Context: an optimization exercise on an open-source flow, tuned for small area, a short achievable clock period and few clock cycles. The choices shown serve that exercise and are no tape-out recipe. Only simulation tests tie the RTL to the original design; equivalence was not proved.

// fft8_top
module fft8_top #(
parameter N= 8,
parameter WIDTH= 12,
parameter FRACTION = 8
)(
input  wire clk,
input  wire rst,
input  wire start,
input  wire load,
input  wire [$clog2(N)-1:0] load_addr,
input  wire signed [WIDTH-1:0] data_in_re,
input  wire signed [WIDTH-1:0] data_in_im,
input  wire [$clog2(N)-1:0] out_addr,
output reg  done,
output reg  signed [WIDTH-1:0] data_out_re,
output reg  signed [WIDTH-1:0] data_out_im
);
reg fresh;    
reg ph1;      
always @(posedge clk or posedge rst) begin
    if (rst) begin
        done  <= 1'b0;
        ph1   <= 1'b0;
        fresh <= 1'b1;
    end else begin
        ph1  <= start;
        done <= ph1;
        if (start) fresh <= 1'b1;
        else if (load) fresh <= 1'b0;
    end
end
wire [2:0]  e   = load_addr;
wire        clr = load & fresh;
wire [11:0] xr  = data_in_re & {12{load}};
wire [11:0] xi  = data_in_im & {12{load}};
wire [11:0] ar_ = e[2] ? xi : xr, ai_ = e[2] ? xr : xi;
wire [11:0] br_ = e[1] ? xi : xr, bi_ = e[1] ? xr : xi;
wire [11:0] blr = br_ & {12{~e[2]}}, bli = bi_ & {12{~e[2]}};
wire [11:0] bhr = br_ & {12{e[2]}},  bhi = bi_ & {12{e[2]}};
wire n4   = load & e[2];
wire n2r  = load & e[1];                    
wire n2i  = load & (e[2] ^ e[1]);
wire n6r  = load & (e[2] ^ e[1]);           
wire n6i  = load & e[1];
wire nc1r = load & e[0];
wire nc1i = load & (e[1] ^ e[0]);
wire nc3r = load & (e[1] ^ e[0]);
wire nc3i = load & e[0];
reg  [11:0] acc [0:15];
reg  [15:0] pend;
wire [11:0] nxt [0:15];
wire [15:0] npend;
wire [11:0] op  [0:15];
wire [15:0] neg;
  ...
export LEC_CHECK = 0
export CAP_MARGIN = 20
export CORE_MARGIN = 2
export CORE_UTILIZATION = 40
export CTS_CLUSTER_DIAMETER = 60
export CTS_CLUSTER_SIZE = 30
export SLEW_MARGIN = 20
export SYNTH_HIERARCHICAL = 1
export SYNTH_MINIMUM_KEEP_SIZE = 0
create_clock -name core_clock -period 15.0 [get_ports {clk}]
standard.sh (not shown) runs the stock make flow with config.mk's settings and CLKGATE_MAP_FILE= SYNTH_SCRIPT=/design/flow/synth_recipe.tcl, a recipe that flattens the netlist after the stock synthesis.
==> flow/flow/run.sh <==
#!/bin/bash
# Standard layout (the standard.sh: standard synthesis, floorplan, place,
# CTS, route, finish), with the timing repair asked to leave 7.5 ns of setup
# slack at the design's clock period.  The constraints are unchanged.
set -euo pipefail
bash standard.sh SETUP_SLACK_MARGIN=7.5 finish > standard_flow.log 2>&1
The baseline passed the timing, design-rule and antenna checks.
Testbench counts at the start, summed over its fixed seeds: cycles 5,760.
Edit:
==> flow/flow/run.sh (replaced) <==
#!/bin/bash
# Standard layout (the standard.sh: standard synthesis, floorplan, place,
# CTS, route, finish), with the timing repair asked to leave 7.75 ns of setup
# slack at the design's clock period.  The constraints are unchanged.
set -euo pipefail
bash standard.sh SETUP_SLACK_MARGIN=7.75 finish > standard_flow.log 2>&1
ABC_AREA = 1   (was not set)
CTS_CLUSTER_DIAMETER = not set   (was 60)
CTS_CLUSTER_SIZE = not set   (was 30)
After rerunning:
- core utilization shrinks by 0.20 points
- via count grows by about a fifth
- design area grows slightly
- wire length grows by a quarter to a third
- setup slack gets better by 220 ps
- global-route usage grows by 4.2 points
- sequential cell count is unchanged
- area after synthesis grows slightly
- worst hold slack gets worse by 120 ps
Edit:
==> flow/flow/run.sh (replaced) <==
#!/bin/bash
# Standard layout (the standard.sh: standard synthesis, floorplan, place,
# CTS, route, finish), with the timing repair asked to leave 7.5 ns of setup
# slack at the design's clock period.  The constraints are unchanged.
set -euo pipefail
bash standard.sh SETUP_SLACK_MARGIN=7.5 finish > standard_flow.log 2>&1
ABC_AREA = not set   (was 1)
The new run completed without violations. Final area shrinks by 0.50%. Fmax goes down by 2.9%. First-iteration DRC count shrinks by 49%. Die area went down by 1.8%. Utilization rises by 0.22 points. Global-route usage is lower by 4.2 points. Worst hold slack improved by 110 ps.

---

fft8_top again, from the RTL that the note above started with.
Design fft8_top, start of the top module:
module fft8_top #(
parameter N= 8,
parameter WIDTH= 12,
parameter FRACTION = 8
)(
input  wire clk,
input  wire rst,
input  wire start,
input  wire load,
input  wire [$clog2(N)-1:0] load_addr,
input  wire signed [WIDTH-1:0] data_in_re,
input  wire signed [WIDTH-1:0] data_in_im,
input  wire [$clog2(N)-1:0] out_addr,
output reg  done,
output reg  signed [WIDTH-1:0] data_out_re,
output reg  signed [WIDTH-1:0] data_out_im
);
clock: 15.0 ns
lec_check: 0
cap_margin: 20
core_margin: 2
core_utilization: 40
cts_buf_list: sky130_fd_sc_hd__clkbuf_4 sky130_fd_sc_hd__clkbuf_8
cts_cluster_size: 30
slew_margin: 20
synth_hierarchical: 1
synth_minimum_keep_size: 0
==> flow/flow/run.sh <==
#!/bin/bash
# Standard layout (the standard.sh: standard synthesis, floorplan, place,
# CTS, route, finish), with the timing repair asked to leave 7.5 ns of setup
# slack at the design's clock period.  The constraints are unchanged.
set -euo pipefail
bash standard.sh SETUP_SLACK_MARGIN=7.5 finish > standard_flow.log 2>&1
Testbench counts at the start, summed over its fixed seeds: cycles 5,760.
Change:
==> flow/flow/run.sh (replaced) <==
#!/bin/bash
# Standard layout (the standard.sh: standard synthesis, floorplan, place,
# CTS, route, finish), with the timing repair asked to leave 8.0 ns of setup
# slack at the design's clock period.  The constraints are unchanged.
set -euo pipefail
bash standard.sh SETUP_SLACK_MARGIN=8.0 finish > standard_flow.log 2>&1
- ABC_AREA: unset -> 1
- CTS_BUF_LIST: sky130_fd_sc_hd__clkbuf_4 sky130_fd_sc_hd__clkbuf_8 -> unset
- CTS_CLUSTER_SIZE: 30 -> unset
The changed run produced a clean layout.
Utilization rises by 1.0 points.
Die area rose by 1.8%.
Synthesized cell count is higher by 31%.
Via count went up by 25%.
Register-to-register slack is better by 620 ps.
Global-route usage rises by 4.8 points.
Change:
==> flow/flow/run.sh (replaced) <==
#!/bin/bash
# Standard layout (the standard.sh: standard synthesis, floorplan, place,
# CTS, route, finish), with the timing repair asked to leave 7.75 ns of setup
# slack at the design's clock period.  The constraints are unchanged.
set -euo pipefail
bash standard.sh SETUP_SLACK_MARGIN=7.75 finish > standard_flow.log 2>&1
- ABC_AREA: 1 -> unset
Result: The new run finished with timing, DRC and antenna clean. Worst setup slack gets better by 6.0 ps. Routed wire length is lower by about 23%. Clock-buffer cell count drops by 4. Sequential share of layout area goes up by 0.37 points. Area after synthesis drops by 1.8%. Global-route usage falls by 5.2 points. Final area falls by about 2.1%. Flip-flop and latch count is unchanged.
Change:
==> flow/flow/run.sh (replaced) <==
#!/bin/bash
# Standard layout (the standard.sh: standard synthesis, floorplan, place,
# CTS, route, finish), with the timing repair asked to leave 8.0 ns of setup
# slack at the design's clock period.  The constraints are unchanged.
set -euo pipefail
bash standard.sh SETUP_SLACK_MARGIN=8.0 finish > standard_flow.log 2>&1
After rerunning: Area after synthesis is unchanged; clock skew stays flat; register-to-register slack gains 290 ps; sequential cell count stays the same; non-clock buffer count goes up by 27; final area goes up by 1.8%; die area stays the same; hold slack gains 160 ps.

static timing again, ports no longer ideal:
In the flow no input, the clock included, has a driving cell. The finished layouts below were timed again as built, in two steps. Step 1: set_driving_cell puts a clkbuf_16 on clk and a buf_2 on each other input, an assumption about the parent block. Step 2 times the ports against the registers' clock, not the clock port: input delays grow and output delays shrink by t, the midpoint of the rising clock arrivals with the driver on. Three values: ideal, step 1, step 2; two values: the first two.
run	t, ns	setup WS [ns]	hold WS [ns]	worst setup path after step 2	clock arrival spread, ns
the first run of note 1	0.611	7.506 / 7.469 / 7.076	0.601 / 0.601 / 0.601	input to register	0.018 / 0.018
the second run of note 1	0.599	7.726 / 7.683 / 7.315	0.485 / 0.485 / 0.485	input to register	0.025 / 0.025
the third run of note 1	0.607	7.505 / 7.468 / 7.082	0.599 / 0.599 / 0.599	input to register	0.019 / 0.019
the first run of note 2	0.615	7.512 / 7.476 / 7.104	0.600 / 0.600 / 0.600	input to register	0.028 / 0.029
the second run of note 2	0.605	7.743 / 7.664 / 7.490	0.480 / 0.480 / 0.480	input to register	0.026 / 0.026
the third run of note 2	0.605	7.750 / 7.622 / 7.349	0.433 / 0.433 / 0.433	input to register	0.024 / 0.023
the fourth run of note 2	0.603	7.709 / 7.573 / 7.526	0.593 / 0.593 / 0.593	input to register	0.025 / 0.025
After both steps setup and hold are still met in every run listed. The setup slack of the first run of note 1, which loses most, moves by -0.037 ns with the drivers and by -0.430 ns with both steps.
